This is an optimization exercise on Yosys and OpenROAD, whose aim is small area, a short achievable clock period and few clock cycles per item, not a production implementation.
RTL that was checked went through simulation tests only; none was proved equivalent to the original.

==> 12-18: inputs <==
==> flow/design.v <==
module mdu_top(
  input  logic        clk,
  input  logic        rst,
  input  logic        mdu_in_valid,
  input  logic [2:0]  funct3,
  input  logic [31:0] mdu_in_1,
  input  logic [31:0] mdu_in_2,
  input  logic        cpu_busy,
  output logic [31:0] mdu_out,
  output logic        mdu_out_valid,
  output logic        mdu_busy,
  output logic        exception
);
  logic s_pend, s_mul, s_mcor, s_norm, s_div, s_dfix;
  logic vld;
  logic busy;
  logic [33:0] a;       
  logic [32:0] h;       
  logic [31:0] l;       
  logic        bp;      
  logic [5:0]  cnt;     
  logic [2:0]  op;
  logic        nneg;    
  logic        dneg;    
  logic        dzr;     
  logic        exc;
  logic [5:0]  nclz;    
  logic [5:0]  dclz;    
  logic        npow;    
  logic        c_h, c_l, c_inv, c_b1, c_b2, c_binv, c_ci;
  logic        c_d1, c_d2, c_dinv;    
  assign mdu_out       = h[31:0];
  assign mdu_out_valid = vld;
  assign mdu_busy      = busy;
  assign exception     = exc;
  wire accept = mdu_in_valid & ~busy;
  wire div_signed = ~op[0];
  wire [36:0] a37 = {{3{a[33]}}, a};
  logic [36:0] add_a, add_b, add_c, cs_s, cs_c, sum;
  logic        sum_lsb;
  always_comb begin
    add_a = ({37{c_h}} & {{4{h[32]}}, h}) |
            ({37{c_l}} & {5'd0, l});
    add_a = add_a ^ {37{c_inv}};
    add_b = (({37{c_b1}} & a37) | ({37{c_b2}} & {a37[35:0], 1'b0})) ^ {37{c_binv}};
    add_c = (({37{c_d1}} & {a37[34:0], 2'b0}) | ({37{c_d2}} & {a37[33:0], 3'b0})) ^ {37{c_dinv}};
    cs_s = add_a ^ add_b ^ add_c;
    cs_c = {(add_a[35:0] & add_b[35:0]) | (add_a[35:0] & add_c[35:0]) | (add_b[35:0] & add_c[35:0]), c_ci};
    {sum, sum_lsb} = {cs_s, 1'b1} + {cs_c, c_dinv};
  end
  function automatic logic [5:0] clz32(input logic [31:0] x);
    logic [15:0] z1; logic [15:0] c1;
    logic [7:0]  z2; logic [1:0] c2 [8];
    logic [3:0]  z3; logic [2:0] c3 [4];
    logic [1:0]  z4; logic [3:0] c4 [2];
    logic        z5; logic [4:0] c5;
    for (int i = 0; i < 16; i++) begin
      z1[i] = ~(x[2*i+1] | x[2*i]);
      c1[i] = ~x[2*i+1];
    end
    for (int i = 0; i < 8; i++) begin
      z2[i] = z1[2*i+1] & z1[2*i];
      c2[i] = z1[2*i+1] ? {1'b1, c1[2*i]} : {1'b0, c1[2*i+1]};
    end
    for (int i = 0; i < 4; i++) begin
      z3[i] = z2[2*i+1] & z2[2*i];
      c3[i] = z2[2*i+1] ? {1'b1, c2[2*i]} : {1'b0, c2[2*i+1]};
    end
    for (int i = 0; i < 2; i++) begin
      z4[i] = z3[2*i+1] & z3[2*i];
      c4[i] = z3[2*i+1] ? {1'b1, c3[2*i]} : {1'b0, c3[2*i+1]};
    end
    z5 = z4[1] & z4[0];
    c5 = z4[1] ? {1'b1, c4[0]} : {1'b0, c4[1]};
    clz32 = z5 ? 6'd32 : {1'b0, c5};
  endfunction
  wire [5:0] dclz_in = clz32(mdu_in_2 ^ {32{mdu_in_2[31] & ~funct3[0]}});
  wire [6:0] kdiff = {1'b0, dclz} - {1'b0, nclz} + {6'd0, npow};    
  wire [4:0] k = kdiff[4:0];
  wire [33:0] a_sh = a << k;
  wire ovf = dneg & (&a) & (l == 32'h80000000);
  wire q = ~sum[36];
  wire last_mul = (cnt[3:0] == 4'd1);
  wire last_div = (cnt == 6'd1);
  wire op_mulhu = (op[1:0] == 2'd3);
  wire fix_inv = div_signed & (op[1] ? nneg : (nneg ^ dneg));
  function automatic logic [2:0] booth(input logic b2, input logic b1, input logic b0);
    booth[0] = b1 ^ b0;
    booth[1] = (b2 & ~b1 & ~b0) | (~b2 & b1 & b0);
    booth[2] = b2 & ~(b1 & b0);
  endfunction
  wire go = accept & ~(vld & cpu_busy);           
  wire resume = s_pend & ~cpu_busy;
  wire norm_fix = dzr | kdiff[6];                 
  wire need_fix = dzr | fix_inv;                  
  logic n_mul, n_mcor, n_norm, n_div, n_dfix, n_pend;
  always_comb begin
    n_pend = (accept & vld & cpu_busy) | (s_pend & cpu_busy);
    n_mul  = (go & ~funct3[2]) | (resume & ~op[2]) | (s_mul & ~last_mul);
    n_mcor = s_mul & last_mul & op_mulhu & nneg;
    n_norm = (go & funct3[2]) | (resume & op[2]);
    n_div  = (s_norm & ~norm_fix) | (s_div & ~last_div);
    n_dfix = ((s_norm & norm_fix) | (s_div & last_div)) & need_fix;
  end
  logic [2:0] bn, bn2;
  always_comb begin
    if (!busy) begin
      bn  = booth(mdu_in_1[1], mdu_in_1[0], 1'b0);
      bn2 = booth(mdu_in_1[3], mdu_in_1[2], mdu_in_1[1]);
    end else if (s_pend) begin
      bn  = booth(l[1], l[0], 1'b0);
      bn2 = booth(l[3], l[2], l[1]);
    end else begin
      bn  = booth(l[5], l[4], l[3]);
      bn2 = booth(l[7], l[6], l[5]);
    end
  end
  wire nneg_n = busy ? nneg : (mdu_in_1[31] & ~funct3[0]);
  always_ff @(posedge clk or posedge rst) begin
    if (rst) begin
      s_pend <= 1'b0; s_mul <= 1'b0; s_mcor <= 1'b0;
      s_norm <= 1'b0; s_div <= 1'b0; s_dfix <= 1'b0;
      vld  <= 1'b0;
      busy <= 1'b0;
    end else begin
      s_pend <= n_pend; s_mul <= n_mul; s_mcor <= n_mcor;
      s_norm <= n_norm; s_div <= n_div; s_dfix <= n_dfix;
      busy <= n_pend | n_mul | n_mcor | n_norm | n_div | n_dfix;
      if ((s_mul & ~n_mul & ~n_mcor) | s_mcor | s_dfix |
          (((s_norm & norm_fix) | (s_div & last_div)) & ~need_fix)) vld <= 1'b1;
      else if (~cpu_busy & (~busy | s_pend))             vld <= 1'b0;
    end
  end
  always_ff @(posedge clk) begin
    c_h    <= (s_mul & n_mul) | n_mcor | n_div | (n_dfix & ~dzr & op[1]);
    c_l    <= n_norm | (n_dfix & (dzr ? op[1] : ~op[1]));
    c_inv  <= (n_norm & nneg_n) | (n_dfix & (dzr ? ~op[1] : fix_inv));
    c_b1   <= (n_mul & bn[0]) | n_mcor | n_div;
    c_b2   <= n_mul & bn[1];
    c_binv <= (n_mul & bn[2]) | (n_div & ~dneg);
    c_d1   <= n_mul & bn2[0];
    c_d2   <= n_mul & bn2[1];
    c_dinv <= n_mul & bn2[2];
    c_ci   <= (n_mul & bn[2]) | (n_div & ~dneg) | (n_norm & nneg_n) |
              (n_dfix & ~dzr & fix_inv);
  end
  always_ff @(posedge clk) begin
    if (!busy) begin
      l    <= mdu_in_1;
      a    <= {{2{mdu_in_2[31] & (funct3[2] ? ~funct3[0] : ~funct3[1])}}, mdu_in_2};
      op   <= funct3;
      nneg <= mdu_in_1[31] & (~funct3[0] | ~funct3[2]);
      dneg <= mdu_in_2[31] & ~funct3[0];
      dzr  <= (mdu_in_2 == 32'd0);
      nclz <= clz32(mdu_in_1 ^ {32{mdu_in_1[31] & ~funct3[0]}});
      npow <= mdu_in_1[31] & ~funct3[0] & ~|(~mdu_in_1[31:1] & mdu_in_1[30:0]);
      dclz <= dclz_in[5] ? 6'd31 : dclz_in;
      bp   <= 1'b0;
      cnt  <= 6'd8;
    end
    if (s_mul) begin
      exc <= 1'b0;
      bp  <= l[3];
      l   <= {sum[3:0], l[31:4]};
      cnt <= cnt - 6'd1;
      if (last_mul && op[1:0] == 2'b00) h <= {1'b0, sum[3:0], l[31:4]};
      else                              h <= sum[36:4];
    end
    if (s_mcor) h <= sum[32:0];
    if (s_norm) begin
      exc <= dzr | ovf;
      h   <= {1'b0, sum[31:0]} & {33{~(kdiff[6] & ~op[1] & ~need_fix)}};
      if (!dzr) l <= 32'd0;
      a   <= a_sh;
      cnt <= {1'b0, k} + 6'd1;
    end
    if (s_div) begin
      if (last_div && !op[1] && !need_fix) h <= {1'b0, l[30:0], q};
      else if (q) h <= sum[32:0];
      l   <= {l[30:0], q};
      a   <= {a[33], a[33:1]};
      cnt <= cnt - 6'd1;
    end
    if (s_dfix) h <= sum[32:0];
  end
endmodule
==> flow/flow/run.sh <==
#!/bin/bash
# Standard ORFS layout with two changes to how it is made (the SDC is unchanged):
# - the port buffers that ORFS inserts at placement are plain buffers (buf_2)
#   instead of the delay cells buffer_ports picks by default;
# - the resizer is asked for extra setup margin (flow/margin.txt, in ns) so it
#   also repairs timing below the 10 ns constraint.
set -euo pipefail
MARGIN=$(cat flow/margin.txt)
bash standard.sh synth > synth.log 2>&1
bash standard.sh "BUFFER_PORTS_ARGS=-buffer_cell sky130_fd_sc_hd__buf_2" \
  "SETUP_SLACK_MARGIN=$MARGIN" finish > layout.log 2>&1
==> flow/flow/margin.txt <==
6
==> flow/standard.sh <==
#!/bin/bash
# synth_recipe.tcl (not shown) runs the flow's synth.tcl, then flattens the netlist and writes it again
# the make line also repeats each setting of config.mk as NAME=value (left out here)
make -C /OpenROAD-flow-scripts/flow DESIGN_CONFIG=/design/flow/config.mk WORK_HOME=/design/flow/orfs CLKGATE_MAP_FILE= SYNTH_SCRIPT=/design/flow/synth_recipe.tcl "${@:-finish}"
==> flow/config.mk <==
export PLATFORM = sky130hd
export DESIGN_NAME = mdu_top
export DESIGN_NICKNAME = mdu_top
export VERILOG_FILES = /design/flow/design.v
export SDC_FILE = /design/flow/constraint.sdc
export NUM_CORES = 4
export LEC_CHECK = 0
export ABC_AREA = 1
export CAP_MARGIN = 40
export CORE_MARGIN = 2
export CORE_UTILIZATION = 40
export CTS_BUF_LIST = sky130_fd_sc_hd__clkbuf_4 sky130_fd_sc_hd__clkbuf_8
export PLACE_DENSITY = 0.7
export SLEW_MARGIN = 20
==> flow/constraint.sdc <==
create_clock -name core_clock -period 10.0 [get_ports {clk}]
set_input_delay 2.0000 -clock core_clock [delete_from_list [all_inputs] [get_ports {clk}]]
set_output_delay 2.0000 -clock core_clock [all_outputs]
set_load 0.01 [all_outputs]
==> 12-09 (differences from 12-18) <==
--- a/flow/design.v
+++ b/flow/design.v
@@ -26,5 +26,2 @@
   logic        exc;
-  logic [5:0]  nclz;    
-  logic [5:0]  dclz;    
-  logic        npow;    
   logic        c_h, c_l, c_inv, c_b1, c_b2, c_binv, c_ci;
@@ -76,4 +73,6 @@
   endfunction
-  wire [5:0] dclz_in = clz32(mdu_in_2 ^ {32{mdu_in_2[31] & ~funct3[0]}});
-  wire [6:0] kdiff = {1'b0, dclz} - {1'b0, nclz} + {6'd0, npow};    
+  wire [5:0] nclz = clz32(l ^ {32{nneg}});
+  wire [5:0] dclz0 = clz32(a[31:0] ^ {32{dneg}});
+  wire [5:0] dclz = dclz0[5] ? 6'd31 : dclz0;
+  wire [6:0] kdiff = {1'b0, dclz} - {1'b0, nclz} + {6'd0, nneg};    
   wire [4:0] k = kdiff[4:0];
@@ -154,5 +153,2 @@
       dzr  <= (mdu_in_2 == 32'd0);
-      nclz <= clz32(mdu_in_1 ^ {32{mdu_in_1[31] & ~funct3[0]}});
-      npow <= mdu_in_1[31] & ~funct3[0] & ~|(~mdu_in_1[31:1] & mdu_in_1[30:0]);
-      dclz <= dclz_in[5] ? 6'd31 : dclz_in;
       bp   <= 1'b0;
==> flow/flow/run.sh (replaced) <==
#!/bin/bash
# Standard ORFS layout, with the resizer asked for extra setup margin so that
# it repairs timing below the 10 ns constraint. The SDC is left unchanged.
set -euo pipefail
MARGIN=$(cat flow/margin.txt)
bash standard.sh synth > synth.log 2>&1
bash standard.sh SETUP_SLACK_MARGIN=$MARGIN finish > layout.log 2>&1
- ABC_AREA: 1 -> not set
- CAP_MARGIN: 40 -> 20
- CTS_BUF_LIST: sky130_fd_sc_hd__clkbuf_4 sky130_fd_sc_hd__clkbuf_8 -> not set
- PLACE_DENSITY: 0.7 -> not set
==> comparison table <==
item	12-09	12-18
Status	no timing/DRC/antenna violations	no timing/DRC/antenna violations
Transition at the pin with the smallest max-transition slack	1.024 ns	0.7712 ns
Number of multi-input combinational cells in the layout	1631	2053
Placed Cells incl. Taps	2526	3325
Critical register-to-register path endpoint	a[23]	h[9]
Final net count	2326	2938
Count of inserted tapcells	518	585
First-iteration detailed-routing DRC count	2322	2841
Count of fill cells added during filler insertion	3737	4634
Multiplexer fraction of the synthesized cell area	7.137%	1.210%
Average routed wire per standard cell	25.62 um	19.43 um
Vias/cell	6.458	5.721
Detailed-route wire length on metal 1	28640 um	27460 um
Std cell rows	72	76
Final Worst Setup Slack	4.896 ns	6.182 ns
Met3 wire len	7117 um	6254 um
Testbench counts of 12-18, summed over its fixed seeds: cycles 18,323, ops 2,400.
Only the layout flow was run in 12-09; the RTL was not checked for function there.

[port drivers added, routing unchanged]
In the flow no input, the clock included, has a driving cell. The finished layouts below were timed again as built, in two steps. Step 1, drivers: a clkbuf_16 drives clk and a buf_2 each remaining input, both assumed. Step 2 moves the port delays by t, midway between the first and last clock arrival at a register: inputs arrive t later, outputs are due t later. That takes back most of the time a late clock gives input paths. Three values: ideal, step 1, step 2; two values: the first two.
| run | shift t [ns] | slack for setup (ns) | clock arrival spread, ns | slew at the worst register clock pin (ns) |
|---|---|---|---|---|
| 12-18 | 0.544 | 6.182 / 6.182 / 5.682 | 0.030 / 0.030 | 0.09 / 0.09 |
| 12-09 | 0.516 | 4.896 / 4.896 / 4.896 | 0.014 / 0.013 | 0.08 / 0.08 |
After both steps setup and hold are still met in every run listed. For 12-18, which loses most, drivers alone change the setup slack by 0.000 ns; drivers and shift together by -0.500 ns.
